Source: an optimization exercise on an open RTL-to-GDS flow (aim: small area, a short achievable clock period and few clock cycles). Production flows keep margins and buffers that such runs may drop. Where RTL was checked, it was by simulation tests only, not by an equivalence proof against the original. The RTL of run 1 was laid out without a check of its function. Power and IR drop assume default switching activity.

<file path="flow/config.mk">
export PLATFORM = sky130hd
export DESIGN_NAME = SME
export DESIGN_NICKNAME = SME
export VERILOG_FILES = /design/flow/design.v
export SDC_FILE = /design/flow/constraint.sdc
export NUM_CORES = 4
export LEC_CHECK = 0
export CAP_MARGIN = 20
export CORE_MARGIN = 2
export CORE_UTILIZATION = 60
export SETUP_SLACK_MARGIN = 4.0
export SLEW_MARGIN = 20
export SYNTH_HIERARCHICAL = 1
</file>
<file path="flow/constraint.sdc">
create_clock -name core_clock -period 6.5 [get_ports {clk}]
set_input_delay 1.3000 -clock core_clock [delete_from_list [all_inputs] [get_ports {clk}]]
set_output_delay 1.3000 -clock core_clock [all_outputs]
set_load 0.01 [all_outputs]
</file>
<file path="flow/run.sh">
#!/bin/bash
# synth_recipe.tcl (not shown) runs the flow's synth.tcl, then flattens the netlist and writes it again
# the make line also repeats each setting of config.mk as NAME=value (left out here)
make -C /OpenROAD-flow-scripts/flow DESIGN_CONFIG=/design/flow/config.mk WORK_HOME=/design/flow/orfs CLKGATE_MAP_FILE= SYNTH_SCRIPT=/design/flow/synth_recipe.tcl finish
</file>
<file path="flow/design.v">
module SME(clk,reset,chardata,isstring,ispattern,valid,match,match_index);
input clk;
input reset;
input [7:0] chardata;
input isstring;
input ispattern;
output match;
output [4:0] match_index;
output valid;
reg [7:0] str [0:31];
reg [31:0] d;
reg dn;                
reg [4:0] len_m1;      
reg [4:0] base;        
reg str_r, pat_r, anch;
reg valid_r, match_r;
reg [4:0] idx_r;
wire first = ~pat_r;
wire is_beg = (chardata == 8'h5E);
wire is_end = (chardata == 8'h24);
wire is_any = (chardata == 8'h2E);
integer i;
always @(posedge clk) begin
    if (isstring) begin
        str[0] <= chardata;
        for (i = 1; i < 32; i = i + 1)
            str[i] <= str[i-1];
    end
end
reg [31:0] mask, begok, x;
wire [31:0] sp, d_next;
genvar g;
generate
    for (g = 0; g < 32; g = g + 1) begin : stage
        SME_stage u_st (.s(str[g]), .c(chardata), .is_any(is_any), .is_end(is_end),
                        .x(x[g]), .d(d_next[g]), .sp(sp[g]));
    end
endgenerate
always @(*) begin
    for (i = 0; i < 32; i = i + 1)
        mask[i] = (i <= len_m1);
    for (i = 0; i < 32; i = i + 1) begin
        begok[i] = mask[i] & ((i == 31) ? 1'b1 : (~mask[i+1] | sp[i+1]));
        x[i] = first ? mask[i] : anch ? begok[i] : ((i == 31) ? 1'b0 : d[i+1]);
    end
end
always @(posedge clk) begin
    d <= d_next;
    dn <= is_end & d[0];
    anch <= first & is_beg;
    if (ispattern)
        base <= first ? (is_beg ? len_m1 + 5'd1 : len_m1) : base - 5'd1;
    if (isstring)
        len_m1 <= str_r ? len_m1 + 5'd1 : 5'd0;
end
always @(posedge clk or posedge reset) begin
    if (reset) begin
        str_r <= 1'b0;
        pat_r <= 1'b0;
        valid_r <= 1'b0;
    end else begin
        str_r <= isstring;
        pat_r <= ispattern;
        valid_r <= pat_r & ~ispattern;
    end
end
function [2:0] pe8;
    input [7:0] v;
    begin
        pe8[2] = |v[7:4];
        pe8[1] = (|v[7:6]) | (~|v[7:4] & |v[3:2]);
        pe8[0] = v[7] | (~v[6] & v[5]) | (~|v[6:4] & v[3]) | (~|v[6:2] & v[1]);
    end
endfunction
wire [3:0] grp;
wire [4:0] cand [0:3];
generate
    for (g = 0; g < 4; g = g + 1) begin : grp_pe
        assign grp[g] = |d[8*g+:8];
        assign cand[g] = base - {g[1:0], pe8(d[8*g+:8])};
    end
endgenerate
always @(posedge clk) begin
    match_r <= (|grp) | dn;
    idx_r <= grp[3] ? cand[3] : grp[2] ? cand[2] : grp[1] ? cand[1] : grp[0] ? cand[0] : base + 5'd1;
end
assign valid = valid_r;
assign match = match_r;
assign match_index = idx_r;
endmodule
module SME_stage(s, c, is_any, is_end, x, d, sp);
input [7:0] s;
input [7:0] c;
input is_any;
input is_end;
input x;
output d;
output sp;
assign sp = (s == 8'h20);
assign d = x & (is_end ? sp : (is_any | (s == c)));
endmodule
</file>
==> results of run 1 <==
registers in the layout (all words and copies together) (netlist names), 5 cells and up:
register	flops
d	32
base	5
str	256
idx_r	5
len_m1	5
worst reg2reg max path, stage by stage (launching register included):
cell                      delay (ps)
sky130_fd_sc_hd__dfxtp_2         320
sky130_fd_sc_hd__or4_4           560
sky130_fd_sc_hd__nor4b_4         300
sky130_fd_sc_hd__nor4b_4          90
sky130_fd_sc_hd__nor3_2          200
sky130_fd_sc_hd__o22a_1          210
sky130_fd_sc_hd__ha_2            200
sky130_fd_sc_hd__fa_2            200
sky130_fd_sc_hd__inv_1            40
sky130_fd_sc_hd__a21o_1          150
sky130_fd_sc_hd__a21oi_2         130
sky130_fd_sc_hd__xnor2_1         140
sky130_fd_sc_hd__xnor2_1         160
timing repair:
item | CTS | global route
buffers inserted | 26 | 9
pin swaps | 22 | 22
gates cloned | 12 | 6
resized for setup | 87 | 85
endpoints found under the setup margin | 181 | 40
cells by family after synthesis:
kind of cell	count (synthesis)	share of synthesized area [%]
adders and majority gates	10	0.906
AOI/OAI and AO/OA	163	7.66
and+or+nand+nor	330	12.8
buffers and inverters	71	1.85
muxes	2	0.145
xor gates and xnor gates	268	16.0
DFF	309	60.6
per-stage QoR:
stage | worst slack, ps | cells | hold slack (ps) | power (µW)
6_report | 3710 | 1604 | 487 | 4690
2_1_floorplan | 2570 | 1153 | 391 | 2630
3_3_place_gp | 2900 | 1490 | 440 | 2810
5_1_grt | 3610 | 1604 | 499 | 4830
4_1_cts | 3610 | 1589 | 487 | 4680
3_5_place_dp | 2830 | 1490 | 472 | 2820
per-module statistics from Yosys, one instance, submodules excluded:
| module | cells inside | flops+latches |
|---|---|---|
| SME | 609 | 309 |
| SME_stage | 17 | 0 |
worst paths after layout:
check | startpoint | endpoint | slack, ps
worst max register to register | d[2]$_DFF_P_ | idx_r[4]$_DFF_P_ | 3710
worst max-delay path | d[2]$_DFF_P_ | idx_r[4]$_DFF_P_ | 3710
min in group asynchronous | reset | str_r$_DFF_PP0_ | 970
max in group asynchronous | reset | valid_r$_DFF_PP0_ | 5360
worst min-delay path | str[25][6]$_DFFE_PP_ | str[26][6]$_DFFE_PP_ | 490
worst min register to register | str[25][6]$_DFFE_PP_ | str[26][6]$_DFFE_PP_ | 490
cells in the final DEF (no fill, tap or decap), types with 5 or more instances in the layout:
master                            n
sky130_fd_sc_hd__a21o_1          10
sky130_fd_sc_hd__a21oi_1         24
sky130_fd_sc_hd__a31oi_1          5
sky130_fd_sc_hd__and2_1           5
sky130_fd_sc_hd__and4b_1         32
sky130_fd_sc_hd__buf_12          15
sky130_fd_sc_hd__buf_16           7
sky130_fd_sc_hd__buf_2            5
sky130_fd_sc_hd__buf_4           30
sky130_fd_sc_hd__buf_6            7
sky130_fd_sc_hd__clkbuf_1        13
sky130_fd_sc_hd__clkbuf_16       42
sky130_fd_sc_hd__clkinv_2         6
sky130_fd_sc_hd__dfxtp_1         36
sky130_fd_sc_hd__dlygate4sd2_1    7
sky130_fd_sc_hd__edfxtp_1       266
sky130_fd_sc_hd__ha_1             8
sky130_fd_sc_hd__inv_1           32
sky130_fd_sc_hd__inv_2           17
sky130_fd_sc_hd__nand2_1         27
sky130_fd_sc_hd__nand4_1         66
sky130_fd_sc_hd__nor2_1          86
sky130_fd_sc_hd__nor2_2           9
sky130_fd_sc_hd__nor2_4          15
sky130_fd_sc_hd__nor3_1          17
sky130_fd_sc_hd__nor4_1          34
sky130_fd_sc_hd__o211a_1         33
sky130_fd_sc_hd__o21ai_0         30
sky130_fd_sc_hd__o21ai_1         14
sky130_fd_sc_hd__o21ai_2         10
sky130_fd_sc_hd__o31ai_1          6
sky130_fd_sc_hd__xnor2_1        265
routing by layer:
layer | track usage [%] | routed length, µm | vias to the layer above
li1 | - | - | 4502
met1 | 42.3 | 16400 | 4952
met2 | 46.2 | 17700 | 455
met3 | 4.83 | 3490 | 87
met4 | 8.97 | 1140 | 0
met5 | 0 | 0 | -
report_power, final:
group | switching [µW] | internal (µW) | leakage, µW
registers | 106 | 2280 | 0.00297
logic | 239 | 207 | 0.00273
clock network | 751 | 1100 | 0.000529
total | 1100 | 3590 | 0.00623
final cells by class:
cell class | instances | share of cell area [%]
Inverter | 52 | 1.14
Sequential cell | 309 | 50.6
Multi-Input combinational cell | 773 | 33.0
Timing Repair Buffer | 85 | 6.86
Tap cell | 324 | 2.31
Clock buffer | 52 | 5.71
Clock inverter | 9 | 0.414
cells in the mapped netlist, drive strengths merged, types with 3 or more instances:
cell / count
a31oi: 5
a22o: 3
nand4: 66
buf: 6
nand2: 27
o211a: 33
o41ai: 4
ha: 9
or2: 3
o311ai: 3
or4: 4
a21oi: 26
xnor2: 265
nand3: 3
a22oi: 3
nor2: 110
nor3: 18
edfxtp: 266
a21o: 10
dfxtp: 40
xor2: 3
a211oi: 4
o21ai: 54
dfrtp: 3
and4b: 32
and2: 7
clkbuf: 13
nand2b: 5
o31ai: 6
nor4: 39
or3: 4
inv: 51
==> parameters.txt, run 1 <==
Parameter                              Value

Run status
  Run status    complete, no violations

Worst hold path
  Hold Path Cell Cnt    0
  Worst min-delay path category    reg2reg

Setup path
  Cell count of the worst reg-to-reg path    12
  WP data required    6920 ps
  Cell class contributing the biggest share of worst-path delay    simple AND/OR/NAND/NOR gates
  Stages on the worst setup path    12
  Critical path endpoint category    flip-flop
  Setup CP Type    reg2reg
  Critical path, cell by cell    or4_4, nor4b_4, nor4b_4, nor3_2, o22a_1, ha_2, fa_2, inv_1, a21o_1, a21oi_2, xnor2_1, xnor2_1
  Crit path largest cell delay    560 ps
  Startpoint type of the worst setup path    flip-flop
  Critical path fanouts, max    2
  Worst-path cell with the longest stage delay    sky130_fd_sc_hd__or4_4
  Crit path buf inv count    1
  Arrival time at the worst endpoint    3210 ps

STA
  Minimum clock period after layout    2790 ps
  Slew of the pin with the lowest slew margin    between 700 and 800 ps
  Setup TNS    0 ps
  Final Max Slew Viols    0
  RSZ-0062 raised after global routing    yes
  Largest clock skew in the final design    about 18 ps
  Final Hold Violating Endpoints    0
  Max Freq    about 360 MHz
  Slew Limit Headroom    46.8%
  Final setup vio count    0
  Period utilisation layout    42.9%

Finish
  Layout fillers    1642
  Sequential Area    0.00887 mm²
  Fraction of layout cells with a size suffix above 1    15.9%
  Signed area change from the synthesized netlist to the final layout    19.9%
  Final std cell area, no fill    0.0175 mm²
  Total area of multi-input combinational cells    0.00579 mm²
  Final standard cell utilization of the core    72.8%
  Antenna fix cells    0
  # nets final    1277

CTS
  TritonCTS clock tree    yes
  Insertion delay of the later-clocked pin in the worst-skew pair    510 ps
  Sinks on the clock net    between 300 and 400
  Max H-tree Level    2
  Hold bufs inserted after CTS    0
  Cell chosen for the clock root    sky130_fd_sc_hd__clkbuf_16
  Number of clock buffers inserted by TritonCTS    34
  Clock input transition at the sequential cells of the worst setup and hold paths    approximately 60 ps
  CTS max path bufs    3

Routing
  Average wire per cell in the routed design    24.1 µm
  Initial DRC count    1063
  Detailed-route vias per instance    roughly 6.2
  Routed Wire Length    38700 µm
  Routed via count    9996
  DRC violations left    0
  Number of nets still failing antenna checks after routing    0
  Pre-antenna DRT Iters    5

Yosys
  Number of storage elements in the synthesis netlist    309
  Cell count after synthesis    1153
  Number of unique standard cell types used by synthesis    61
  Share of the synthesized area in the top cell type    54.6%
  Fraction of synthesis flops using an asynchronous set or reset pin    0.971%
  Netlist area before placement    0.0146 mm²
  Synthesized area divided by synthesized cell count    roughly 13 µm²
  Synthesized net count    1175
  Number of warnings reported in the yosys synthesis log    9
  Sequential fraction of the synthesis area    around three fifths
  Most used flip-flop cell after synthesis    sky130_fd_sc_hd__edfxtp_1
  Number of enable-type register cells in the synthesized netlist    266
  Top cells by area, synth    sky130_fd_sc_hd__edfxtp_1 (55%), sky130_fd_sc_hd__xnor2_1 (16%), sky130_fd_sc_hd__dfxtp_1 (5.5%)
  Cell type with the largest total area after synthesis    sky130_fd_sc_hd__edfxtp_1

Place
  Count of input and output buffers    18
  GPL Wtd Cong    0.868
  Post-DP Area    0.0153 mm²
  Detailed placement HPWL    20700 µm

Power
  Leakage power summed over all cells    0.00623 µW
  Worst ir drop on vdd    182 µV
  PwrDens    267 mW/mm²

Floorplan
  Number of cell rows    between 50 and 60
  Floorplan Core Area    0.0241 mm²
  Height of the die    160 µm
  Number of placed I/O pins    19
  Initial Utilization    60.7%
  Width of the die    around 160 µm
  Full die area    roughly 0.026 mm²

Global routing
  Sum of overflow across all layers after global routing    0
  Antenna violations before repair    0
  Global-route wire length before repair    ~57000 µm
  Vias in the first global route    9811
  Aggregate global-route resource usage    29.3%
  Maximum number of pins on one net before global-route repair    134

Flow run
  Max_cap viols    0
==> inputs of run 2 (changes only) <==
==> flow/design.v (replaced) <==
module SME(clk,reset,chardata,isstring,ispattern,valid,match,match_index);
input clk;
input reset;
input [7:0] chardata;
input isstring;
input ispattern;
output match;
output [4:0] match_index;
output valid;
reg [7:0] str [0:31];
reg [31:0] d;
reg [4:0] len_m1;      
reg [4:0] base;        
reg str_r, pat_r, anch;
reg valid_r, match_r;
reg [4:0] idx_r;
wire first = ~pat_r;
wire is_beg = (chardata == 8'h5E);
wire is_end = (chardata == 8'h24);
wire is_any = (chardata == 8'h2E);
integer i;
always @(posedge clk) begin
    if (isstring) begin
        str[0] <= chardata;
        for (i = 1; i < 32; i = i + 1)
            str[i] <= str[i-1];
    end
end
reg [31:0] mask, sp, eq, begok, endok;
always @(*) begin
    for (i = 0; i < 32; i = i + 1) begin
        mask[i] = (i <= len_m1);
        sp[i]   = (str[i] == 8'h20);
        eq[i]   = is_any | (str[i] == chardata);
    end
    for (i = 0; i < 32; i = i + 1) begin
        begok[i] = mask[i] & ((i == 31) ? 1'b1 : (~mask[i+1] | sp[i+1]));
        endok[i] = (i == 0) ? 1'b1 : sp[i-1];
    end
end
reg [31:0] x, d_next;
always @(*) begin
    for (i = 0; i < 32; i = i + 1)
        x[i] = first ? mask[i] : anch ? begok[i] : ((i == 31) ? 1'b0 : d[i+1]);
    if (is_end)
        d_next = d & endok;
    else
        d_next = eq & x;
end
always @(posedge clk) d <= d_next;
always @(posedge clk or posedge reset) begin
    if (reset) begin
        str_r <= 1'b0;
        pat_r <= 1'b0;
        valid_r <= 1'b0;
    end else begin
        str_r <= isstring;
        pat_r <= ispattern;
        valid_r <= pat_r & ~ispattern;
    end
end
always @(posedge clk) begin
    anch <= first & is_beg;
    if (isstring)
        len_m1 <= str_r ? len_m1 + 5'd1 : 5'd0;
    if (ispattern) begin
        if (first)
            base <= is_beg ? len_m1 + 5'd1 : len_m1;
        else if (!is_end)
            base <= base - 5'd1;
    end
end
reg [4:0] hi;
always @(*) begin
    hi = 5'd0;
    for (i = 0; i < 32; i = i + 1)
        if (d[i]) hi = i;
end
always @(posedge clk) begin
    match_r <= |d;
    idx_r <= base - hi;
end
assign valid = valid_r;
assign match = match_r;
assign match_index = idx_r;
endmodule
--- a/flow/config.mk
+++ b/flow/config.mk
@@ -9,5 +9,3 @@
 export CORE_MARGIN = 2
-export CORE_UTILIZATION = 60
-export SETUP_SLACK_MARGIN = 4.0
+export CORE_UTILIZATION = 40
 export SLEW_MARGIN = 20
-export SYNTH_HIERARCHICAL = 1
==> run 2 against run 1 <==
Compared with the run above: setup slack worse by 470 ps; utilization down 28 points; hold slack better by 4.3 ps; clock power grew 9%; synthesized area grew 0.62%; clock skew increased by 11 ps; sequential cell count down 1; wire length fell by 10%; register-to-register slack got worse by 130 ps; fmax down 15%; sequential power barely moved; largest cell class unchanged.
==> parameters.txt, run 2 <==
Parameter                              Value

Finish
  Max FFs per register    256 (unchanged)
  # nets final    1187 (-7.0%)
  Sequential Area    0.00885 mm² (-0.20%)
  Top reg by flops    str
  Fraction of layout cells with a size suffix above 1    7.97% (-8.0 points)
  Highest-count cells in the layout ignoring fill and taps    sky130_fd_sc_hd__edfxtp_1 (267), sky130_fd_sc_hd__xor2_1 (204), sky130_fd_sc_hd__nor4_1 (91)
  Layout fillers    3264 (+99%)
  Largest registers ranked by flip-flop count    str: 256 flops, d: 32 flops
  Antenna fix cells    0 (unchanged)
  Total area of multi-input combinational cells    0.00549 mm² (-5.2%)
  Leading cell type in the layout, fill and taps excluded    sky130_fd_sc_hd__edfxtp_1
  Signed area change from the synthesized netlist to the final layout    11.8%

Yosys
  Number of unique standard cell types used by synthesis    68 (+11%)
  Number of warnings reported in the yosys synthesis log    2 (-7)
  Cell type with the largest total area after synthesis    sky130_fd_sc_hd__edfxtp_1
  Most used flip-flop cell after synthesis    sky130_fd_sc_hd__edfxtp_1
  Fraction of synthesis flops using an asynchronous set or reset pin    0.974% (+0.0032 points)
  Most numerous cell types in the synthesized netlist    sky130_fd_sc_hd__edfxtp_1 (267), sky130_fd_sc_hd__xor2_1 (204), sky130_fd_sc_hd__nor4_1 (91)
  Cell count after synthesis    1158 (+0.43%)
  Synthesized area divided by synthesized cell count    12.7 µm² (+0.18%)
  Share of the synthesized area in the top cell type    54.5% (-0.13 points)
  Top cells by area, synth    sky130_fd_sc_hd__edfxtp_1 (54%), sky130_fd_sc_hd__xor2_1 (12%), sky130_fd_sc_hd__dfxtp_1 (5.2%)
  Sequential fraction of the synthesis area    60.1% (-0.44 points)
  Number of storage elements in the synthesis netlist    308 (-0.32%)
  Most frequent cell after synthesis    sky130_fd_sc_hd__edfxtp_1
  Synthesized net count    1180 (+0.43%)
  Netlist area before placement    0.0147 mm² (+0.62%)
  Number of enable-type register cells in the synthesized netlist    267 (+0.38%)

Setup path
  Startpoint type of the worst setup path    primary input
  Critical path endpoint category    flip-flop
  Critical path, cell by cell    buf_2, buf_4, or4b_4, nor2_4, a21oi_1, a221o_1, o21ai_0
  Crit path buf inv count    2 (+1)
  Cell class contributing the biggest share of worst-path delay    simple AND/OR/NAND/NOR gates
  Setup CP Type    in2reg
  Worst-path cell with the longest stage delay    sky130_fd_sc_hd__nor2_4
  Critical path fanouts, max    35 (+33)
  WP data required    6930 ps (about the same)
  Arrival time at the worst endpoint    3690 ps (+480 ps)
  Crit path largest cell delay    700 ps (+140 ps)

Place
  GPL Wtd Cong    0.869 (+0.10%)
  Placement-stage worst setup slack    2720 ps (-109 ps)
  Count of input and output buffers    18 (unchanged)
  Detailed placement HPWL    22400 µm (+8.0%)

Floorplan
  Floorplan Core Area    0.0364 mm² (+51%)
  Number of cell rows    70 (+23%)
  Height of the die    196 µm (+22%)
  Number of placed I/O pins    19 (unchanged)
  Full die area    0.0384 mm² (+50%)
  Initial Utilization    40.4% (-20 points)
  Width of the die    196 µm (+22%)

STA
  Slew Limit Headroom    28.9% (-18 points)
  Final Max Slew Viols    0 (unchanged)
  Final setup vio count    0 (unchanged)
  Setup slack after layout    3240 ps (-474 ps)
  Period utilisation layout    50.2% (+7.3 points)
  RSZ-0062 raised after global routing    no
  Largest clock skew in the final design    29.1 ps (+11.0 ps)
  Minimum clock period after layout    3260 ps (+474 ps)
  Setup TNS    0 ps (unchanged)
  Final Hold Violating Endpoints    0 (unchanged)
  Max Freq    306 MHz (-15%)
  Slew of the pin with the lowest slew margin    1060 ps (+258 ps)

Power
  Worst ir drop on vdd    184 µV (+1.3%)
  Leakage power summed over all cells    0.00558 µW (-10%)
  PwrDens    290 mW/mm² (+8.3%)

Worst hold path
  Worst min-delay path category    reg2reg

CTS
  Max H-tree Level    2 (unchanged)
  Total setup buffers inserted after CTS    0 (-100%)
  Number of clock buffers inserted by TritonCTS    35 (+2.9%)
  Sinks on the clock net    308 (-0.32%)
  CTS max path bufs    3 (unchanged)
  Hold bufs inserted after CTS    0 (unchanged)
  Cts repair resizes    0 (-100%)
  Clock input transition at the sequential cells of the worst setup and hold paths    60 ps (about the same)
  Cell chosen for the clock root    sky130_fd_sc_hd__clkbuf_16
  Insertion delay of the later-clocked pin in the worst-skew pair    530 ps (+20 ps)
  TritonCTS clock tree    yes

Global routing
  Maximum number of pins on one net before global-route repair    148 (+10%)
  Aggregate global-route resource usage    18.0% (-11 points)
  Antenna violations before repair    0 (unchanged)
  Global-route wire length before repair    54100 µm (-5.9%)
  Sum of overflow across all layers after global routing    0 (unchanged)
  Vias in the first global route    9528 (-2.9%)

Flow run
  Max_cap viols    0 (unchanged)

Routing
  DRC violations left    0 (unchanged)
  Initial DRC count    747 (-30%)
  Pre-antenna DRT Iters    5 (unchanged)
  Routed via count    9400 (-6.0%)
  Routed Wire Length    34800 µm (-10%)
  Number of nets still failing antenna checks after routing    0 (unchanged)
  Detailed-route vias per instance    5.66 (-9.1%)
  Average wire per cell in the routed design    20.9 µm (-13%)

Run status
  Run status    complete, no violations
==> run 2: cell types whose count changed after synthesis, moves of 27 or more <==
cell / before / now
sky130_fd_sc_hd__o211a_1: 33 / 0
sky130_fd_sc_hd__nor4_1: 39 / 91
sky130_fd_sc_hd__a21oi_1: 26 / 53
sky130_fd_sc_hd__xnor2_1: 265 / 64
sky130_fd_sc_hd__inv_1: 51 / 20
sky130_fd_sc_hd__nand4_1: 66 / 28
sky130_fd_sc_hd__nor2_1: 109 / 58
sky130_fd_sc_hd__xor2_1: 3 / 204
==> run 2: area by class of cell <==
| type | instances | area share (%) |
|---|---|---|
| clock buffer | 44 | 5.96 |
| clock inverter | 20 | 1.30 |
| inverter | 22 | 0.502 |
| multi-input combinational | 766 | 33.3 |
| sequential | 308 | 53.8 |
| tap | 468 | 3.56 |
| timing repair buffer | 32 | 1.60 |
==> run 2: cells by family (layout without fill, tap and decap cells) <==
| group | after synthesis | count (layout) | synth area share, % |
|---|---|---|---|
| flops | 308 | 308 | 60.1 |
| simple gates | 301 | 301 | 11.9 |
| xor+xnor | 268 | 268 | 15.9 |
| compound gates | 180 | 180 | 8.06 |
| buf+inv | 84 | 118 | 2.62 |
| fa+ha+maj | 10 | 10 | 0.901 |
| mux | 7 | 7 | 0.493 |
==> run 2: layer usage <==
layer / up-vias / GRT usage (%) / part of all wire [%]
li1: 4386 / - / -
met1: 4728 / 24.9 / 46
met2: 224 / 29.9 / 47
met3: 62 / 2.41 / 4.6
met4: 0 / 5.13 / 2.2
met5: - / 0 / 0
==> run 2: worst register-to-register path, delay by kind of cell, from the launching register on <==
kind | cells | cell delay, ps
AO/OA/AOI/OAI | 5 | 1470
adder cells (fa/ha/maj) | 1 | 380
flip-flops | 1 | 790
buffers and inverters | 1 | 190
==> run 2: final timing paths <==
kind                            slack [ps]                    start                    to  depth (start not counted)
worst max-delay path                  3240              chardata[4]         d[20]$_DFF_P_                          7
worst min-delay path                   490     str[19][4]$_DFFE_PP_  str[20][4]$_DFFE_PP_                          0
worst max register to register        3580  len_m1[0]$_SDFFCE_PN0P_         d[25]$_DFF_P_                          7
worst min register to register         490     str[19][4]$_DFFE_PP_  str[20][4]$_DFFE_PP_                          0
max in group asynchronous             5390                    reset       pat_r$_DFF_PP0_                          2
min in group asynchronous              950                    reset     valid_r$_DFF_PP0_                          2
==> run 2: power breakdown <==
group	switching (µW)	internal (µW)	leakage, µW
Combinational	215	144	0.00203
Clock	795	1230	0.000587
Sequential	109	2280	0.00296
Total	1120	3650	0.00558
==> run 2: per-stage QoR <==
step                      std cells  area (µm²)  util, %  hold slack [ps]  power (µW)
after floorplan                1158       14700        -              439        2630
after global placement         1596       15300     41.9              469        2780
after detailed placement       1596       15300     41.9              477        2780
after CTS                      1660       16500     45.2              490        4810
after global routing           1660       16500     45.2              504        4940
final                          1660       16500     45.2              491        4770
Testbench counts of run 2, summed over its fixed seeds: cycles 24,912.
==> inputs of run 3 (changes only) <==
==> flow/design.v (replaced) <==
module SME(clk,reset,chardata,isstring,ispattern,valid,match,match_index);
input clk;
input reset;
input [7:0] chardata;
input isstring;
input ispattern;
output match;
output [4:0] match_index;
output valid;
reg [7:0] str [0:31];
reg [31:0] d;
reg dn;                
reg [4:0] len_m1;      
reg [4:0] base;        
reg str_r, pat_r, anch;
reg valid_r, match_r;
reg [4:0] idx_r;
wire first = ~pat_r;
wire is_beg = (chardata == 8'h5E);
wire is_end = (chardata == 8'h24);
integer i;
always @(posedge clk) begin
    if (isstring) begin
        str[0] <= chardata;
        for (i = 1; i < 32; i = i + 1)
            str[i] <= str[i-1];
    end
end
reg [31:0] mask, begok, x;
wire [31:0] sp, d_next;
genvar g;
generate
    for (g = 0; g < 4; g = g + 1) begin : grp
        SME_grp u_grp (.s({str[8*g+7], str[8*g+6], str[8*g+5], str[8*g+4],
                           str[8*g+3], str[8*g+2], str[8*g+1], str[8*g]}),
                       .c(chardata), .x(x[8*g+:8]), .d(d_next[8*g+:8]), .sp(sp[8*g+:8]));
    end
endgenerate
always @(*) begin
    for (i = 0; i < 32; i = i + 1)
        mask[i] = (i <= len_m1);
    for (i = 0; i < 32; i = i + 1) begin
        begok[i] = mask[i] & ((i == 31) ? 1'b1 : (~mask[i+1] | sp[i+1]));
        x[i] = first ? mask[i] : anch ? begok[i] : ((i == 31) ? 1'b0 : d[i+1]);
    end
end
always @(posedge clk) begin
    d <= d_next;
    dn <= is_end & d[0];
    anch <= first & is_beg;
    if (ispattern)
        base <= first ? (is_beg ? len_m1 + 5'd1 : len_m1) : base - 5'd1;
    if (isstring)
        len_m1 <= str_r ? len_m1 + 5'd1 : 5'd0;
end
always @(posedge clk or posedge reset) begin
    if (reset) begin
        str_r <= 1'b0;
        pat_r <= 1'b0;
        valid_r <= 1'b0;
    end else begin
        str_r <= isstring;
        pat_r <= ispattern;
        valid_r <= pat_r & ~ispattern;
    end
end
wire [3:0] gany;
wire [4:0] cand [0:3];
generate
    for (g = 0; g < 4; g = g + 1) begin : gidx
        wire [1:0] hi0 = base[4:3] - g;
        wire [1:0] hi1 = base[4:3] - g - 1;
        SME_gidx u_gidx (.d(d[8*g+:8]), .lo(base[2:0]), .hi0(hi0), .hi1(hi1),
                         .any(gany[g]), .cand(cand[g]));
    end
endgenerate
always @(posedge clk) begin
    match_r <= (|gany) | dn;
    idx_r <= gany[3] ? cand[3] : gany[2] ? cand[2] : gany[1] ? cand[1] : gany[0] ? cand[0] : base + 5'd1;
end
assign valid = valid_r;
assign match = match_r;
assign match_index = idx_r;
endmodule
module SME_grp(s, c, x, d, sp);
input [63:0] s;
input [7:0] c;
input [7:0] x;
output [7:0] d;
output [7:0] sp;
wire is_any = (c == 8'h2E);
wire is_end = (c == 8'h24);
genvar j;
generate
    for (j = 0; j < 8; j = j + 1) begin : st
        assign sp[j] = (s[8*j+:8] == 8'h20);
        assign d[j] = x[j] & (is_end ? sp[j] : (is_any | (s[8*j+:8] == c)));
    end
endgenerate
endmodule
module SME_gidx(d, lo, hi0, hi1, any, cand);
input [7:0] d;
input [2:0] lo;
input [1:0] hi0;
input [1:0] hi1;
output any;
output [4:0] cand;
wire [2:0] l;
assign l[2] = |d[7:4];
assign l[1] = (|d[7:6]) | (~|d[7:4] & |d[3:2]);
assign l[0] = d[7] | (~d[6] & d[5]) | (~|d[6:4] & d[3]) | (~|d[6:2] & d[1]);
wire [3:0] diff = {1'b0, lo} - {1'b0, l};
assign any = |d;
assign cand = {diff[3] ? hi1 : hi0, diff[2:0]};
endmodule
--- a/flow/config.mk
+++ b/flow/config.mk
@@ -9,3 +9,5 @@
 export CORE_MARGIN = 2
-export CORE_UTILIZATION = 40
+export CORE_UTILIZATION = 60
+export SETUP_SLACK_MARGIN = 4.0
 export SLEW_MARGIN = 20
+export SYNTH_HIERARCHICAL = 1
==> run 3 against run 2 <==
Compared with the run above: still clean on timing, DRC and antenna; design area up 6.1%; clock-buffer cell count up 4; clock skew fell by 4.6 ps; sequential share of layout area shrank 3.0 points; non-clock buffer count grew 24; critical path depth is 2 lower; clock power decreased by 6%; synthesized cell count up 9.6%; cell count is 0.18% lower; first-iteration DRC count is 47% higher; sequential power hardly changed; critical path type unchanged; largest power group unchanged.
==> parameters.txt, run 3 <==
Parameter                              Value

Finish
  Fraction of layout cells with a size suffix above 1    10.9% (+2.9 points)
  Top reg by flops    str
  Signed area change from the synthesized netlist to the final layout    11.0%
  Largest registers ranked by flip-flop count    str: 256 flops, d: 32 flops
  Non-Filler Instances    1657 (-0.18%)
  Layout fillers    1915 (-41%)
  Highest-count cells in the layout ignoring fill and taps    sky130_fd_sc_hd__edfxtp_1 (266), sky130_fd_sc_hd__xor2_1 (262), sky130_fd_sc_hd__nor4_1 (101)
  Leading cell type in the layout, fill and taps excluded    sky130_fd_sc_hd__edfxtp_1
  Max FFs per register    256 (unchanged)
  Antenna fix cells    0 (unchanged)
  Final std cell area, no fill    0.0175 mm² (+6.1%)
  # nets final    1329 (+12%)

Floorplan
  Height of the die    166 µm (-15%)
  Initial Utilization    60.8% (+20 points)
  Number of cell rows    59 (-16%)
  Full die area    0.0275 mm² (-28%)
  Width of the die    166 µm (-15%)
  Number of placed I/O pins    19 (unchanged)
  Floorplan Core Area    0.0259 mm² (-29%)

Yosys
  Most numerous cell types in the synthesized netlist    sky130_fd_sc_hd__edfxtp_1 (266), sky130_fd_sc_hd__xor2_1 (262), sky130_fd_sc_hd__nor4_1 (104)
  Netlist area before placement    0.0157 mm² (+6.9%)
  Synthesized area divided by synthesized cell count    12.4 µm² (-2.4%)
  Synthesized net count    1303 (+10%)
  Most used flip-flop cell after synthesis    sky130_fd_sc_hd__edfxtp_1
  Top cells by area, synth    sky130_fd_sc_hd__edfxtp_1 (51%), sky130_fd_sc_hd__xor2_1 (15%), sky130_fd_sc_hd__dfxtp_1 (5.1%)
  Most frequent cell after synthesis    sky130_fd_sc_hd__edfxtp_1
  Sequential fraction of the synthesis area    56.3% (-3.8 points)
  Number of enable-type register cells in the synthesized netlist    266 (-0.37%)
  Number of unique standard cell types used by synthesis    73 (+7.4%)
  Cell count after synthesis    1269 (+9.6%)
  Number of storage elements in the synthesis netlist    309 (+0.32%)
  Number of warnings reported in the yosys synthesis log    9 (+7)
  Fraction of synthesis flops using an asynchronous set or reset pin    0.971% (-0.0032 points)
  Share of the synthesized area in the top cell type    50.7% (-3.7 points)
  Cell type with the largest total area after synthesis    sky130_fd_sc_hd__edfxtp_1

Routing
  DRC violations left    0 (unchanged)
  Initial DRC count    1097 (+47%)
  Average wire per cell in the routed design    22.4 µm (+6.8%)
  Routed Wire Length    37100 µm (+6.6%)
  Detailed-route vias per instance    6.31 (+11%)
  Routed via count    10.5k (+11%)
  Pre-antenna DRT Iters    6 (+1)
  Number of nets still failing antenna checks after routing    0 (unchanged)

CTS
  Cell chosen for the clock root    sky130_fd_sc_hd__clkbuf_16
  Max H-tree Level    2 (unchanged)
  Hold bufs inserted after CTS    0 (unchanged)
  Number of clock buffers inserted by TritonCTS    36 (+2.9%)
  Sinks on the clock net    309 (+0.32%)
  TritonCTS clock tree    yes
  Insertion delay of the later-clocked pin in the worst-skew pair    530 ps (about the same)
  CTS max path bufs    3 (unchanged)
  Clock input transition at the sequential cells of the worst setup and hold paths    60 ps (about the same)

STA
  Period utilisation layout    39.0% (-11 points)
  Max Freq    394 MHz (+29%)
  Final Hold Violating Endpoints    0 (unchanged)
  Largest clock skew in the final design    24.4 ps (-4.64 ps)
  RSZ-0062 raised after global routing    yes
  Minimum clock period after layout    2540 ps (-726 ps)
  Slew of the pin with the lowest slew margin    1110 ps (+50.1 ps)
  Final setup vio count    0 (unchanged)
  Slew Limit Headroom    26.0% (-2.9 points)
  Worst hold margin    467 ps (-24.2 ps)
  Final Max Slew Viols    0 (unchanged)
  Setup TNS    0 ps (unchanged)

Setup path
  WP data required    6760 ps (-170 ps)
  Startpoint type of the worst setup path    primary input
  Setup CP Type    in2reg
  Setup slack of the most critical reg-to-reg path    4070 ps (+490 ps)
  Reg2Reg Launch Point    d[19]$_DFF_P_
  Cell count of the worst reg-to-reg path    11 (+4)
  Critical path, cell by cell    buf_6, buf_12, nand4b_1, o31a_1, o31a_1
  Arrival time at the worst endpoint    2800 ps (-890 ps)
  Crit path largest cell delay    380 ps (-320 ps)
  Worst-path cell with the longest stage delay    sky130_fd_sc_hd__o31a_1
  Critical register-to-register path endpoint    idx_r[3]$_DFF_P_
  Cell class contributing the biggest share of worst-path delay    compound AO/OA/AOI/OAI gates
  Stages on the worst setup path    5 (-2)
  Most used cell along the critical path    sky130_fd_sc_hd__o31a_1
  Critical path endpoint category    flip-flop
  Crit path buf inv count    2 (unchanged)
  Critical path fanouts, max    23 (-34%)

Place
  Count of input and output buffers    18 (unchanged)
  Detailed placement HPWL    23000 µm (+2.7%)
  Number of placed instances, taps included    1566 (-1.9%)
  Post-DP Area    0.0160 mm² (+4.6%)
  GPL Wtd Cong    0.903 (+3.8%)

Global routing
  Global-route wire length before repair    56700 µm (+4.9%)
  Antenna violations before repair    0 (unchanged)
  Maximum number of pins on one net before global-route repair    144 (-2.7%)
  Aggregate global-route resource usage    26.3% (+8.3 points)
  Vias in the first global route    10.0k (+5.3%)
  Sum of overflow across all layers after global routing    0 (unchanged)

Run status
  Run status    complete, no violations

Worst hold path
  Worst hold path endpoint    match_r$_DFF_P_
  Hold Startpoint    dn$_DFF_P_
  Worst min-delay path category    reg2reg
  Hold Path Cell Cnt    2 (+2)

Power
  Internal power    3580 µW (-1.9%)
  Combinational Power Share    9.6% (+2.1 points)
  Leakage power summed over all cells    0.00630 µW (+13%)
  Fraction of power consumed by the clock network    40.2% (-2.3 points)
  PwrDens    272 mW/mm² (-6.3%)
  Net switching power of the design    1160 µW (+3.8%)
  Reg power frac    50.2% (+0.2 points)
  Worst ir drop on vdd    304 µV (+65%)
  Switch share    24.5% (+1.0 points)

Flow run
  Max_cap viols    0 (unchanged)
-- run 3: cell families (layout without fill, tap and decap cells) --
kind of cell,after synthesis,after routing,share of synthesized area (%)
compound gates,199,199,8.50
fa+ha+maj,22,22,1.94
mux,9,9,0.644
buf+inv,112,164,3.90
xor+xnor,270,270,15.0
simple gates,348,349,13.7
flops,309,309,56.3
-- run 3: worst reg2reg max path: stages (launching register included) --
cell,delay [ps]
sky130_fd_sc_hd__dfxtp_1,370
sky130_fd_sc_hd__nor2_1,80
sky130_fd_sc_hd__nor3_1,210
sky130_fd_sc_hd__nor3_2,80
sky130_fd_sc_hd__buf_4,160
sky130_fd_sc_hd__ha_1,270
sky130_fd_sc_hd__nand2_1,60
sky130_fd_sc_hd__o21ai_2,170
sky130_fd_sc_hd__mux2_1,340
sky130_fd_sc_hd__nand2b_1,190
sky130_fd_sc_hd__a221oi_2,310
sky130_fd_sc_hd__nor3_2,70
-- run 3: repair_timing --
| action | 4_1_cts | 5_1_grt |
|---|---|---|
| setup buffers | 2 | 23 |
| cloned | 0 | 1 |
| pin swaps | 0 | 6 |
| endpoints found under the setup margin | 110 | 160 |
| resized for setup | 22 | 26 |
-- run 3: power by group through the flow --
stage	clock network, µW	logic (µW)	registers (µW)
after floorplan	0	307	2390
after global placement	0	411	2430
after detailed placement	0	418	2430
after CTS	1930	424	2390
after global routing	2010	497	2400
final	1910	455	2380
-- run 3: worst max path at each step --
stage | startpoint | endpoint
after global placement | chardata[6] | base[3]$_DFFE_PP_
after global routing | d[19]$_DFF_P_ | idx_r[3]$_DFF_P_
final | chardata[6] | base[3]$_DFFE_PP_
after CTS | chardata[6] | base[3]$_DFFE_PP_
after detailed placement | chardata[6] | base[3]$_DFFE_PP_
after floorplan | chardata[5] | base[3]$_DFFE_PP_
-- run 3: cell type report --
class / instances / area, µm² / share of cell area (%)
clock buffer: 48 / 997 / 5.71
clock inverter: 17 / 113 / 0.644
inverter: 43 / 161 / 0.924
multi-input combinational: 849 / 6410 / 36.7
sequential: 309 / 8870 / 50.7
tap: 335 / 419 / 2.40
timing repair buffer: 56 / 504 / 2.89
-- run 3: per-module statistics from Yosys, one instance, submodules excluded --
module	cell area (µm²)	copies in the design	cells
SME	10700	1	609
SME_gidx	175	4	24
SME_grp	1080	4	141
-- run 3: routing by layer --
metal  wire (µm)  share of wire [%]  GRT usage, %  vias up
met5           0                  0             0        -
met4         848                2.3          7.03        0
met3        2600                7.0          5.03       65
met2       17100                 46          41.6      424
met1       16500                 45          37.9     5172
li1            -                  -             -     4792
-- run 3: per-stage QoR --
step           power (µW)  setup slack, ps  utilization (%)
5_1_grt              4900             3930             67.4
2_1_floorplan        2700             4090                -
3_3_place_gp         2840             2910             61.6
6_report             4740             3960             67.4
3_5_place_dp         2850             2810             61.6
4_1_cts              4740             3830             66.2
Testbench counts of run 3, summed over its fixed seeds: cycles 24,912.
==> inputs of run 4 (changes only) <==
--- a/flow/design.v
+++ b/flow/design.v
@@ -51,3 +51,3 @@
     if (ispattern)
-        base <= first ? (is_beg ? len_m1 + 5'd1 : len_m1) : base - 5'd1;
+        base <= first ? len_m1 : anch ? base : base - 5'd1;
     if (isstring)
--- a/flow/config.mk
+++ b/flow/config.mk
@@ -10,3 +10,3 @@
 export CORE_UTILIZATION = 60
-export SETUP_SLACK_MARGIN = 4.0
+export SETUP_SLACK_MARGIN = 4.3
 export SLEW_MARGIN = 20
==> run 4 against run 3 <==
Compared with the run above: still clean; synthesized area about the same; non-clock buffer count up 6; clock-buffer cell count fell by 2; wire length increased by 1.8%; hold slack better by 2.0 ps; global-route usage up 0.56 points; total power up 1.8%.
==> parameters.txt, run 4 <==
Parameter                              Value

Run status
  Run status    complete, no violations

Finish
  Signed area change from the synthesized netlist to the final layout    13.3%
  Final standard cell utilization of the core    68.8% (+1.4 points)
  Max FFs per register    256 (unchanged)
  Antenna fix cells    0 (unchanged)
  Fraction of layout cells with a size suffix above 1    16.2% (+5.3 points)
  Top reg by flops    str
  Non-Filler Instances    1647 (-0.60%)
  Largest registers ranked by flip-flop count    str: 256 flops, d: 32 flops
  Highest-count cells in the layout ignoring fill and taps    sky130_fd_sc_hd__edfxtp_1 (266), sky130_fd_sc_hd__xor2_1 (260), sky130_fd_sc_hd__nor4_1 (99)
  # nets final    1321 (-0.60%)
  Leading cell type in the layout, fill and taps excluded    sky130_fd_sc_hd__edfxtp_1

Yosys
  Synthesized net count    1285 (-1.4%)
  Share of the synthesized netlist area taken by xor and xnor gates    15.1% (+0.053 points)
  Arithmetic-cell share of the synthesized area counting full adders, half adders and majority gates    1.94% (about the same)
  Number of storage elements in the synthesis netlist    309 (unchanged)
  Post-synthesis compound-gate area fraction    8.07% (-0.43 points)
  Most used flip-flop cell after synthesis    sky130_fd_sc_hd__edfxtp_1
  Number of unique standard cell types used by synthesis    76 (+4.1%)
  Sequential fraction of the synthesis area    56.3% (about the same)
  Share of the synthesized area in the top cell type    50.7% (about the same)
  Multiplexer area fraction after synthesis    0.771% (+0.13 points)
  Fraction of synthesis flops using an asynchronous set or reset pin    0.971% (unchanged)
  Most frequent cell after synthesis    sky130_fd_sc_hd__edfxtp_1
  Top cells by area, synth    sky130_fd_sc_hd__edfxtp_1 (51%), sky130_fd_sc_hd__xor2_1 (15%), sky130_fd_sc_hd__dfxtp_1 (5.1%)
  Dominant combinational cell family by area after synthesis    XOR/XNOR gates
  Number of warnings reported in the yosys synthesis log    9 (unchanged)
  Synthesized-area fraction occupied by and/or/nand/nor cells    13.6% (-0.090 points)
  Cell type with the largest total area after synthesis    sky130_fd_sc_hd__edfxtp_1
  Synthesized area divided by synthesized cell count    12.6 µm² (+1.5%)
  Most numerous cell types in the synthesized netlist    sky130_fd_sc_hd__edfxtp_1 (266), sky130_fd_sc_hd__xor2_1 (261), sky130_fd_sc_hd__nor4_1 (105)
  Cell count after synthesis    1251 (-1.4%)
  Netlist area before placement    0.0157 mm² (about the same)
  Number of enable-type register cells in the synthesized netlist    266 (unchanged)

CTS
  Sinks on the clock net    309 (unchanged)
  TritonCTS clock tree    yes
  Hold bufs inserted after CTS    0 (unchanged)
  Clock input transition at the sequential cells of the worst setup and hold paths    60 ps (about the same)
  Cell chosen for the clock root    sky130_fd_sc_hd__clkbuf_16
  Max H-tree Level    2 (unchanged)
  CTS max path bufs    3 (unchanged)
  Number of clock buffers inserted by TritonCTS    34 (-5.6%)
  Insertion delay of the later-clocked pin in the worst-skew pair    520 ps (about the same)

Power
  Leakage power summed over all cells    0.00650 µW (+3.1%)
  PwrDens    271 mW/mm² (-0.28%)
  Worst ir drop on vdd    306 µV (+0.57%)

Setup path
  Cell class contributing the biggest share of worst-path delay    flip-flops
  Critical path fanouts, max    1 (-96%)
  Critical path, cell by cell    buf_2
  Setup slack of the most critical reg-to-reg path    4250 ps (+180 ps)
  Setup CP Type    reg2out
  Crit path largest cell delay    350 ps (-30 ps)
  Arrival time at the worst endpoint    990 ps (-1810 ps)
  Startpoint type of the worst setup path    flip-flop
  Worst-path cell with the longest stage delay    sky130_fd_sc_hd__dfrtp_1
  Crit path buf inv count    1 (-1)
  WP data required    5200 ps (-1560 ps)
  Critical path endpoint category    output port

STA
  Worst hold margin    469 ps (+2.03 ps)
  Final setup vio count    0 (unchanged)
  Slew Limit Headroom    58.2% (+32 points)
  RSZ-0062 raised after global routing    yes
  Max Freq    436 MHz (+11%)
  Minimum clock period after layout    2290 ps (-243 ps)
  Setup TNS    0 ps (unchanged)
  Final Max Slew Viols    0 (unchanged)
  Period utilisation layout    35.3% (-3.7 points)
  Final Hold Violating Endpoints    0 (unchanged)
  Slew of the pin with the lowest slew margin    625 ps (-481 ps)
  Largest clock skew in the final design    17.5 ps (-6.93 ps)

Worst hold path
  Worst min-delay path category    reg2reg

Global routing
  Aggregate global-route resource usage    26.9% (+0.56 points)
  Antenna violations before repair    0 (unchanged)
  Sum of overflow across all layers after global routing    0 (unchanged)
  Maximum number of pins on one net before global-route repair    100 (-31%)
  Vias in the first global route    10.3k (+2.3%)
  Global-route wire length before repair    57900 µm (+2.2%)

Floorplan
  Floorplan Core Area    0.0259 mm² (unchanged)
  Number of placed I/O pins    19 (unchanged)
  Height of the die    166 µm (about the same)
  Initial Utilization    60.8% (about the same)
  Number of cell rows    59 (unchanged)
  Width of the die    166 µm (about the same)
  Full die area    0.0276 mm² (about the same)

Routing
  Number of nets still failing antenna checks after routing    0 (unchanged)
  Average wire per cell in the routed design    22.9 µm (+2.4%)
  DRC violations left    0 (unchanged)
  Detailed-route vias per instance    6.31 (about the same)
  Pre-antenna DRT Iters    5 (-1)
  Routed via count    10.4k (-0.58%)
  Routed Wire Length    37700 µm (+1.8%)
  Initial DRC count    1000 (-8.8%)

Place
  GPL Wtd Cong    0.856 (-5.2%)
  Detailed placement HPWL    23100 µm (+0.42%)
  Number of placed instances, taps included    1553 (-0.83%)
  Count of input and output buffers    18 (unchanged)

Flow run
  Max_cap viols    0 (unchanged)
## run 4: layout make-up
type	count	area (µm²)
sequential	309	8890
clock buffer	46	1000
timing repair buffer	62	704
multi-input combinational	839	6530
clock inverter	15	141
fill	1839	8070
inverter	41	154
tap	335	419
## run 4: Yosys stat by module, one instance, submodules excluded
module,cells,flip-flops and latches,times used
SME,591,309,1
SME_gidx,24,0,4
SME_grp,141,0,4
## run 4: routing by layer
layer / GRT usage (%) / vias to the layer above / share of wire [%]
met3: 4.69 / 65 / 7.1
met5: 0 / - / 0
li1: - / 4731 / -
met1: 38.4 / 5211 / 44
met4: 8.13 / 0 / 2.2
met2: 42.7 / 385 / 47
## run 4: worst paths after layout
path,to,start,cells past startpoint
worst max-delay path,valid,valid_r$_DFF_PP0_,1
worst min-delay path,match_r$_DFF_P_,dn$_DFF_P_,2
worst min register to register,match_r$_DFF_P_,dn$_DFF_P_,2
worst max register to register,idx_r[0]$_DFF_P_,d[20]$_DFF_P_,7
min in group asynchronous,valid_r$_DFF_PP0_,reset,2
max in group asynchronous,pat_r$_DFF_PP0_,reset,2
## run 4: kinds of logic (layout without fill, tap and decap cells)
logic type | count (synthesis) | after routing
fa+ha+maj | 22 | 22
flops | 309 | 309
xor+xnor | 271 | 271
simple gates | 347 | 347
mux | 11 | 11
compound gates | 188 | 188
buf+inv | 103 | 164
## run 4: through the flow
| stage | power, µW | area (µm²) | setup slack, ps |
|---|---|---|---|
| floorplan | 2710 | 15800 | 4280 |
| global placement | 2840 | 15900 | 3180 |
| detailed placement | 2850 | 15900 | 3190 |
| CTS | 4830 | 17600 | 4210 |
| global route | 4990 | 17800 | 4120 |
| finish | 4830 | 17800 | 4210 |
## run 4: power by group
group | switching [µW] | internal, µW | leakage [µW] | total (µW)
registers | 108 | 2280 | 0.00297 | 2390
clock network | 788 | 1170 | 0.000566 | 1960
logic | 282 | 203 | 0.00296 | 486
total | 1180 | 3650 | 0.00650 | 4830
## run 4: timing repair
action,in CTS,in global routing
pin swaps,22,10
setup buffers,25,5
cloned,1,2
gates resized for setup,112,31
endpoints found under the setup margin,212,107
Testbench counts of run 4, summed over its fixed seeds: cycles 24,912.
==> inputs of run 5 (changes only) <==
--- a/flow/config.mk
+++ b/flow/config.mk
@@ -10,3 +10,3 @@
 export CORE_UTILIZATION = 60
-export SETUP_SLACK_MARGIN = 4.3
+export SETUP_SLACK_MARGIN = 4.6
 export SLEW_MARGIN = 20
==> run 5 against run 4 <==
Compared with the run above: largest cell class unchanged; sequential cell count is the same; hold slack gained 15 ps; total power grew 2.4%; utilization grew 4.5 points; synthesized area is the same; sequential power is essentially flat; non-clock buffer count grew 50; critical path depth grew 10; sequential share of layout area shrank 3.0 points.
==> parameters.txt, run 5 <==
Parameter                              Value

Global routing
  Maximum number of pins on one net before global-route repair    76 (-24%)
  Aggregate global-route resource usage    31.2% (+4.3 points)
  Vias in the first global route    10.6k (+3.1%)
  Sum of overflow across all layers after global routing    0 (unchanged)
  Antenna violations before repair    0 (unchanged)
  Global-route wire length before repair    64800 µm (+12%)

Finish
  Antenna fix cells    0 (unchanged)
  Top reg by flops    str
  Max FFs per register    256 (unchanged)
  # nets final    1371 (+3.8%)
  Final std cell area, no fill    0.0190 mm² (+6.5%)
  Largest registers ranked by flip-flop count    str: 256 flops, d: 32 flops
  Fraction of layout cells with a size suffix above 1    22.2% (+6.1 points)
  Leading cell type in the layout, fill and taps excluded    sky130_fd_sc_hd__edfxtp_1
  Highest-count cells in the layout ignoring fill and taps    sky130_fd_sc_hd__edfxtp_1 (266), sky130_fd_sc_hd__xor2_1 (261), sky130_fd_sc_hd__nor4_1 (90)
  Signed area change from the synthesized netlist to the final layout    20.7%

Routing
  Highest metal layer used by the detailed router    met4
  Number of nets still failing antenna checks after routing    0 (unchanged)
  Routed Wire Length    43900 µm (+16%)
  Average wire per cell in the routed design    25.9 µm (+13%)
  DRC violations left    0 (unchanged)
  Initial DRC count    1249 (+25%)
  Met2 wire length    20000 µm (+14%)
  Met1 layer wirelength in the final routing    18400 µm (+11%)
  Pre-antenna DRT Iters    7 (+2)
  Met3 layer wire length in the routed design    3940 µm (+46%)
  Routed via count    10.9k (+4.5%)
  Detailed-route vias per instance    6.40 (+1.4%)

Power
  Combinational Power Share    11.9% (+1.8 points)
  Internal power    3740 µW (+2.4%)
  Worst ir drop on vdd    250 µV (-18%)
  Switch share    24.4% (about the same)
  Reg power frac    48.3% (-1.1 points)
  Net switching power of the design    1210 µW (+2.4%)
  Fraction of power consumed by the clock network    39.8% (-0.7 points)
  PwrDens    260 mW/mm² (-3.9%)
  Leakage power summed over all cells    0.00703 µW (+8.3%)

Flow run
  Max_cap viols    0 (unchanged)

Yosys
  Cell type with the largest total area after synthesis    sky130_fd_sc_hd__edfxtp_1
  Number of warnings reported in the yosys synthesis log    9 (unchanged)
  Synthesized area divided by synthesized cell count    12.6 µm² (unchanged)
  Most frequent cell after synthesis    sky130_fd_sc_hd__edfxtp_1
  Most used flip-flop cell after synthesis    sky130_fd_sc_hd__edfxtp_1
  Number of enable-type register cells in the synthesized netlist    266 (unchanged)
  Cell count after synthesis    1251 (unchanged)
  Most numerous cell types in the synthesized netlist    sky130_fd_sc_hd__edfxtp_1 (266), sky130_fd_sc_hd__xor2_1 (261), sky130_fd_sc_hd__nor4_1 (105)
  Netlist area before placement    0.0157 mm² (unchanged)
  Share of the synthesized area in the top cell type    50.7% (unchanged)
  Number of unique standard cell types used by synthesis    76 (unchanged)
  Fraction of synthesis flops using an asynchronous set or reset pin    0.971% (unchanged)
  Sequential fraction of the synthesis area    56.3% (unchanged)
  Top cells by area, synth    sky130_fd_sc_hd__edfxtp_1 (51%), sky130_fd_sc_hd__xor2_1 (15%), sky130_fd_sc_hd__dfxtp_1 (5.1%)
  Synthesized net count    1285 (unchanged)
  Number of storage elements in the synthesis netlist    309 (unchanged)

CTS
  Max H-tree Level    2 (unchanged)
  Cell chosen for the clock root    sky130_fd_sc_hd__clkbuf_16
  Number of clock buffers inserted by TritonCTS    34 (unchanged)
  Sinks on the clock net    309 (unchanged)
  CTS max path bufs    3 (unchanged)
  Clock input transition at the sequential cells of the worst setup and hold paths    60 ps (about the same)
  TritonCTS clock tree    yes
  Insertion delay of the later-clocked pin in the worst-skew pair    520 ps (about the same)

Setup path
  Worst setup path startpoint    d[3]$_DFF_P_
  Critical path fanouts, max    3 (+2)
  Worst-path cell with the longest stage delay    sky130_fd_sc_hd__dfxtp_4
  Startpoint type of the worst setup path    flip-flop
  Cell class contributing the biggest share of worst-path delay    compound AO/OA/AOI/OAI gates
  Setup CP Type    reg2reg
  Setup slack of the most critical reg-to-reg path    4180 ps (-70 ps)
  Crit path buf inv count    1 (unchanged)
  Critical path endpoint category    flip-flop
  Reg2Reg Launch Point    d[3]$_DFF_P_
  Critical path, cell by cell    nor2_4, nor3_2, nor3_2, buf_4, ha_4, nand2_4, o21ai_4, mux2_4, nor2b_2, a2111oi_2, a221o_1
  Most used cell along the critical path    sky130_fd_sc_hd__nor3_2
  Arrival time at the worst endpoint    2700 ps (+1710 ps)
  Crit path largest cell delay    380 ps (+30 ps)
  WP data required    6880 ps (+1680 ps)

Worst hold path
  Worst min-delay path category    reg2reg
  Hold Startpoint    dn$_DFF_P_

Place
  Detailed placement HPWL    22900 µm (-0.83%)
  Count of input and output buffers    18 (unchanged)
  Post-DP Area    0.0160 mm² (+0.17%)
  GPL Wtd Cong    0.837 (-2.2%)

Floorplan
  Number of placed I/O pins    19 (unchanged)
  Height of the die    166 µm (unchanged)
  Width of the die    166 µm (unchanged)
  Number of cell rows    59 (unchanged)
  Full die area    0.0276 mm² (unchanged)
  Initial Utilization    60.8% (unchanged)
  Floorplan Core Area    0.0259 mm² (unchanged)

STA
  Slew of the pin with the lowest slew margin    724 ps (+98.5 ps)
  Max Freq    430 MHz (-1.3%)
  Minimum clock period after layout    2320 ps (+30.8 ps)
  Final Max Slew Viols    0 (unchanged)
  Setup TNS    0 ps (unchanged)
  Period utilisation layout    35.8% (+0.47 points)
  Slew Limit Headroom    51.8% (-6.4 points)
  Final setup vio count    0 (unchanged)
  Final Hold Violating Endpoints    0 (unchanged)
  RSZ-0062 raised after global routing    yes
  Largest clock skew in the final design    16.8 ps (-0.763 ps)

Run status
  Run status    complete, no violations
==> run 5: worst paths after layout <==
| check | depth (start not counted) | endpoint |
|---|---|---|
| min in group asynchronous | 2 | str_r$_DFF_PP0_ |
| hold / removal | 2 | match_r$_DFF_P_ |
| setup / recovery | 11 | idx_r[3]$_DFF_P_ |
| max in group asynchronous | 2 | pat_r$_DFF_PP0_ |
| hold reg to reg | 2 | match_r$_DFF_P_ |
| setup reg to reg | 11 | idx_r[3]$_DFF_P_ |
==> run 5: Yosys stat by module, one instance, submodules excluded <==
| module | cell area (µm²) | cells inside |
|---|---|---|
| SME | 10700 | 591 |
| SME_grp | 1080 | 141 |
| SME_gidx | 175 | 24 |
==> run 5: metrics by stage <==
stage	cells	hold WS (ps)	worst slack, ps	power (µW)	utilization, %
3_3_place_gp	1552	474	3340	2850	61.6
4_1_cts	1676	478	4170	4920	71.6
6_report	1698	484	4180	4940	73.3
2_1_floorplan	1251	395	4280	2710	-
3_5_place_dp	1552	469	3250	2850	61.6
5_1_grt	1698	500	4100	5080	73.3
==> run 5: area by class of cell <==
type | count | area (µm²)
sequential | 309 | 8890
clock buffer | 47 | 1000
tap | 335 | 419
timing repair buffer | 112 | 1660
clock inverter | 15 | 141
fill | 1678 | 6910
inverter | 41 | 154
multi-input combinational | 839 | 6730
==> run 5: kinds of logic after synthesis <==
kind of cell	synth area share, %
adders and majority gates	1.94
and+or+nand+nor	13.6
AOI/OAI and AO/OA	8.07
xor gates and xnor gates	15.1
DFF	56.3
buffers and inverters	4.25
muxes	0.771
==> run 5: timing repair <==
item | 4_1_cts | 5_1_grt
pin swaps | 59 | 34
gates resized for setup | 159 | 56
setup endpoints to repair | 310 | 54
hold buffers | 0 | 0
cloned | 19 | 1
buffers inserted | 43 | 21
==> run 5: power groups by stage <==
stage               logic, µW  registers, µW  clock network [µW]
floorplan                 321           2390                   0
global placement          407           2440                   0
detailed placement        412           2440                   0
CTS                       543           2390                1990
global route              624           2400                2060
finish                    588           2390                1970
==> run 5: worst reg2reg max path: cells and delay by family (launching register included) <==
kind / cells / cell delay (ps)
simple gates: 5 / 510
fa+ha+maj: 1 / 280
compound gates: 3 / 560
buf+inv: 1 / 160
flops: 1 / 380
mux: 1 / 320
==> run 5: metal layers <==
metal / vias up / global-route usage, %
met3: 96 / 7.32
met5: - / 0
met1: 5401 / 44.0
met2: 526 / 48.0
li1: 4839 / -
met4: 0 / 11.0
==> inputs of run 6 (changes only) <==
--- a/flow/config.mk
+++ b/flow/config.mk
@@ -10,3 +10,5 @@
 export CORE_UTILIZATION = 60
-export SETUP_SLACK_MARGIN = 4.6
+export CTS_CLUSTER_DIAMETER = 120
+export CTS_CLUSTER_SIZE = 30
+export SETUP_SLACK_MARGIN = 4.3
 export SLEW_MARGIN = 20
==> run 6 against run 5 <==
Compared with the run above: sequential power hardly changed; cell count shrank 5.1%; design area fell by 10%; critical endpoint unchanged; highest routed layer unchanged.
==> parameters.txt, run 6 <==
Parameter                              Value

CTS
  Number of clock buffers inserted by TritonCTS    14 (-59%)
  TritonCTS clock tree    yes
  Clock input transition at the sequential cells of the worst setup and hold paths    120 ps (+60 ps)
  CTS max path bufs    3 (unchanged)
  Max H-tree Level    1 (-1)
  Insertion delay of the later-clocked pin in the worst-skew pair    520 ps (about the same)
  Sinks on the clock net    309 (unchanged)
  Cell chosen for the clock root    sky130_fd_sc_hd__clkbuf_16

Finish
  Fraction of layout cells with a size suffix above 1    13.4% (-8.8 points)
  Leading cell type in the layout, fill and taps excluded    sky130_fd_sc_hd__edfxtp_1
  Non-Filler Instances    1612 (-5.1%)
  Top reg by flops    str
  Highest-count cells in the layout ignoring fill and taps    sky130_fd_sc_hd__edfxtp_1 (266), sky130_fd_sc_hd__xor2_1 (260), sky130_fd_sc_hd__nor4_1 (99)
  Max FFs per register    256 (unchanged)
  Largest registers ranked by flip-flop count    str: 256 flops, d: 32 flops
  Signed area change from the synthesized netlist to the final layout    8.37%
  Antenna fix cells    0 (unchanged)
  Layout fillers    1933 (+15%)
  # nets final    1303 (-5.0%)
  Final standard cell utilization of the core    65.8% (-7.5 points)

Place
  Count of input and output buffers    18 (unchanged)
  Detailed placement HPWL    23100 µm (+0.84%)
  GPL Wtd Cong    0.856 (+2.2%)
  Placement-stage worst setup slack    3190 ps (-54.2 ps)
  Number of placed instances, taps included    1553 (+0.064%)

Floorplan
  Number of placed I/O pins    19 (unchanged)
  Height of the die    166 µm (unchanged)
  Number of cell rows    59 (unchanged)
  Initial Utilization    60.8% (unchanged)
  Full die area    0.0276 mm² (unchanged)
  Width of the die    166 µm (unchanged)
  Floorplan Core Area    0.0259 mm² (unchanged)

Yosys
  Synthesized net count    1285 (unchanged)
  Number of storage elements in the synthesis netlist    309 (unchanged)
  Synthesized area divided by synthesized cell count    12.6 µm² (unchanged)
  Cell count after synthesis    1251 (unchanged)
  Top cells by area, synth    sky130_fd_sc_hd__edfxtp_1 (51%), sky130_fd_sc_hd__xor2_1 (15%), sky130_fd_sc_hd__dfxtp_1 (5.1%)
  Fraction of synthesis flops using an asynchronous set or reset pin    0.971% (unchanged)
  Most numerous cell types in the synthesized netlist    sky130_fd_sc_hd__edfxtp_1 (266), sky130_fd_sc_hd__xor2_1 (261), sky130_fd_sc_hd__nor4_1 (105)
  Share of the synthesized area in the top cell type    50.7% (unchanged)
  Cell type with the largest total area after synthesis    sky130_fd_sc_hd__edfxtp_1
  Number of enable-type register cells in the synthesized netlist    266 (unchanged)
  Number of unique standard cell types used by synthesis    76 (unchanged)
  Most frequent cell after synthesis    sky130_fd_sc_hd__edfxtp_1
  Netlist area before placement    0.0157 mm² (unchanged)
  Number of warnings reported in the yosys synthesis log    9 (unchanged)
  Most used flip-flop cell after synthesis    sky130_fd_sc_hd__edfxtp_1
  Sequential fraction of the synthesis area    56.3% (unchanged)

Setup path
  Critical path fanouts, max    4 (+1)
  Crit path largest cell delay    390 ps (about the same)
  Arrival time at the worst endpoint    2740 ps (+40 ps)
  Cell count of the worst reg-to-reg path    8 (-3)
  Critical path, cell by cell    nor4_4, ha_1, a21oi_2, o21ai_4, mux2_4, nor2b_4, a2111oi_2, a221o_1
  Startpoint type of the worst setup path    flip-flop
  WP data required    6910 ps (+30 ps)
  Critical path endpoint category    flip-flop
  Setup CP Type    reg2reg
  Worst-path cell with the longest stage delay    sky130_fd_sc_hd__dfxtp_4

Worst hold path
  Hold Path Cell Cnt    2 (unchanged)
  Worst min-delay path category    reg2reg

STA
  Final Max Slew Viols    0 (unchanged)
  Slew Limit Headroom    61.5% (+9.7 points)
  Period utilisation layout    35.8% (+0.082 points)
  Minimum clock period after layout    2330 ps (+5.32 ps)
  RSZ-0062 raised after global routing    yes
  Worst hold margin    482 ps (-1.62 ps)
  Setup slack after layout    4170 ps (-5.32 ps)
  Final setup vio count    0 (unchanged)
  Final Hold Violating Endpoints    0 (unchanged)
  Setup TNS    0 ps (unchanged)
  Max Freq    429 MHz (-0.23%)
  Slew of the pin with the lowest slew margin    578 ps (-145 ps)
  Largest clock skew in the final design    24.1 ps (+7.34 ps)

Global routing
  Antenna violations before repair    0 (unchanged)
  Vias in the first global route    10.0k (-5.2%)
  Sum of overflow across all layers after global routing    0 (unchanged)
  Maximum number of pins on one net before global-route repair    100 (+32%)
  Aggregate global-route resource usage    26.1% (-5.1 points)
  Global-route wire length before repair    56800 µm (-12%)

Routing
  Average wire per cell in the routed design    22.5 µm (-13%)
  Routed Wire Length    36300 µm (-17%)
  Detailed-route vias per instance    6.26 (-2.2%)
  DRC violations left    0 (unchanged)
  Number of nets still failing antenna checks after routing    0 (unchanged)
  Initial DRC count    925 (-26%)
  Pre-antenna DRT Iters    5 (-2)
  Routed via count    10.1k (-7.1%)

Flow run
  Max_cap viols    0 (unchanged)

Power
  Worst ir drop on vdd    260 µV (+3.9%)
  PwrDens    229 mW/mm² (-12%)
  Leakage power summed over all cells    0.00612 µW (-13%)

Run status
  Run status    complete, no violations
## run 6: area by class of cell
class / count / area (µm²) / share of cell area (%)
Inverter: 41 / 154 / 0.902
Clock buffer: 23 / 405 / 2.38
Timing Repair Buffer: 64 / 673 / 3.95
Clock inverter: 1 / 30.0 / 0.176
Tap cell: 335 / 419 / 2.46
Sequential cell: 309 / 8890 / 52.1
Multi-Input combinational cell: 839 / 6490 / 38.0
## run 6: kinds of logic (layout without fill, tap and decap cells)
logic type               after synthesis  after routing  synth area share [%]
buffers and inverters                103            129                  4.25
AO/OA/AOI/OAI                        188            188                  8.07
XOR/XNOR                             271            271                  15.1
multiplexers                          11             11                 0.771
AND/OR/NAND/NOR                      347            347                  13.6
adder cells (fa/ha/maj)               22             22                  1.94
flip-flops                           309            309                  56.3
## run 6: through the flow
stage          instance area [µm²]  power (µW)
3_3_place_gp                 15900        2840
5_1_grt                      17100        4050
2_1_floorplan                15800        2710
6_report                     17100        3910
4_1_cts                      16900        3920
3_5_place_dp                 15900        2850
## run 6: worst paths after layout
| kind | from | endpoint | slack, ps |
|---|---|---|---|
| worst min register to register | dn$_DFF_P_ | match_r$_DFF_P_ | 480 |
| worst max register to register | d[5]$_DFF_P_ | idx_r[3]$_DFF_P_ | 4170 |
| min in group asynchronous | reset | str_r$_DFF_PP0_ | 970 |
| max in group asynchronous | reset | pat_r$_DFF_PP0_ | 5350 |
| worst max-delay path | d[5]$_DFF_P_ | idx_r[3]$_DFF_P_ | 4170 |
| worst min-delay path | dn$_DFF_P_ | match_r$_DFF_P_ | 480 |
## run 6: repair_timing
| item | CTS | global route |
|---|---|---|
| pin swaps | 21 | 6 |
| resized for setup | 108 | 27 |
| cloned | 1 | 0 |
| setup endpoints to repair | 212 | 52 |
| hold buffers | 0 | 0 |
| setup buffers | 28 | 6 |
## run 6: routing by layer
| layer | wire (µm) | global-route usage [%] |
|---|---|---|
| met3 | 2260 | 2.65 |
| met4 | 785 | 5.71 |
| met5 | 0 | 0 |
| met1 | 16200 | 38.3 |
| met2 | 17100 | 42.9 |
## run 6: report_power, final
part | internal, µW | switching, µW
combinational | 197 | 277
clock | 446 | 609
sequential | 2280 | 107
total | 2920 | 993
## run 6: worst max-delay path, delay by kind of cell (launching register included)
kind                       cells  cell delay (ps)
and+or+nand+nor                2              500
adders and majority gates      1              360
AOI/OAI and AO/OA              4              660
muxes                          1              320
DFF                            1              390
## run 6: per-module statistics from Yosys, one instance, submodules excluded
module | cell area (µm²) | cells inside | copies in the design | flops+latches
SME | 10700 | 591 | 1 | 309
SME_gidx | 175 | 24 | 4 | 0
SME_grp | 1080 | 141 | 4 | 0

## static timing again, ports no longer ideal
How much do the figures lean on ideal ports? The routed layouts below were timed once more, with nothing changed but the port constraints. Step 1 assumes that a clkbuf_16 drives the clock port and a buf_2 every other input. Step 2 moves the port delays by t, midway between the first and last clock arrival at a register: inputs arrive t later, outputs are due t later. That takes back most of the time a late clock gives input paths. Slacks: ideal ports / drivers / drivers and shift; pairs: ideal ports / drivers.
| run | t, ns | setup WS [ns] | hold WS [ns] | worst data-port slew with drivers (ns) |
|---|---|---|---|---|
| run 1 | 0.558 | 3.711 / 3.711 / 3.187 | 0.487 / 0.487 / 0.487 | 0.07 |
| run 2 | 0.561 | 3.237 / 3.265 / 2.704 | 0.491 / 0.491 / 0.491 | 0.05 |
| run 3 | 0.560 | 3.963 / 3.973 / 3.413 | 0.467 / 0.467 / 0.467 | 0.06 |
| run 4 | 0.559 | 4.206 / 4.158 / 3.744 | 0.469 / 0.469 / 0.469 | 0.06 |
| run 5 | 0.564 | 4.175 / 4.148 / 3.831 | 0.484 / 0.484 / 0.484 | 0.14 |
| run 6 | 0.555 | 4.170 / 4.136 / 3.737 | 0.482 / 0.482 / 0.482 | 0.06 |
After both steps setup and hold are still met in every run listed. The setup slack of run 3, which loses most, moves by +0.010 ns with the drivers and by -0.550 ns with both steps.
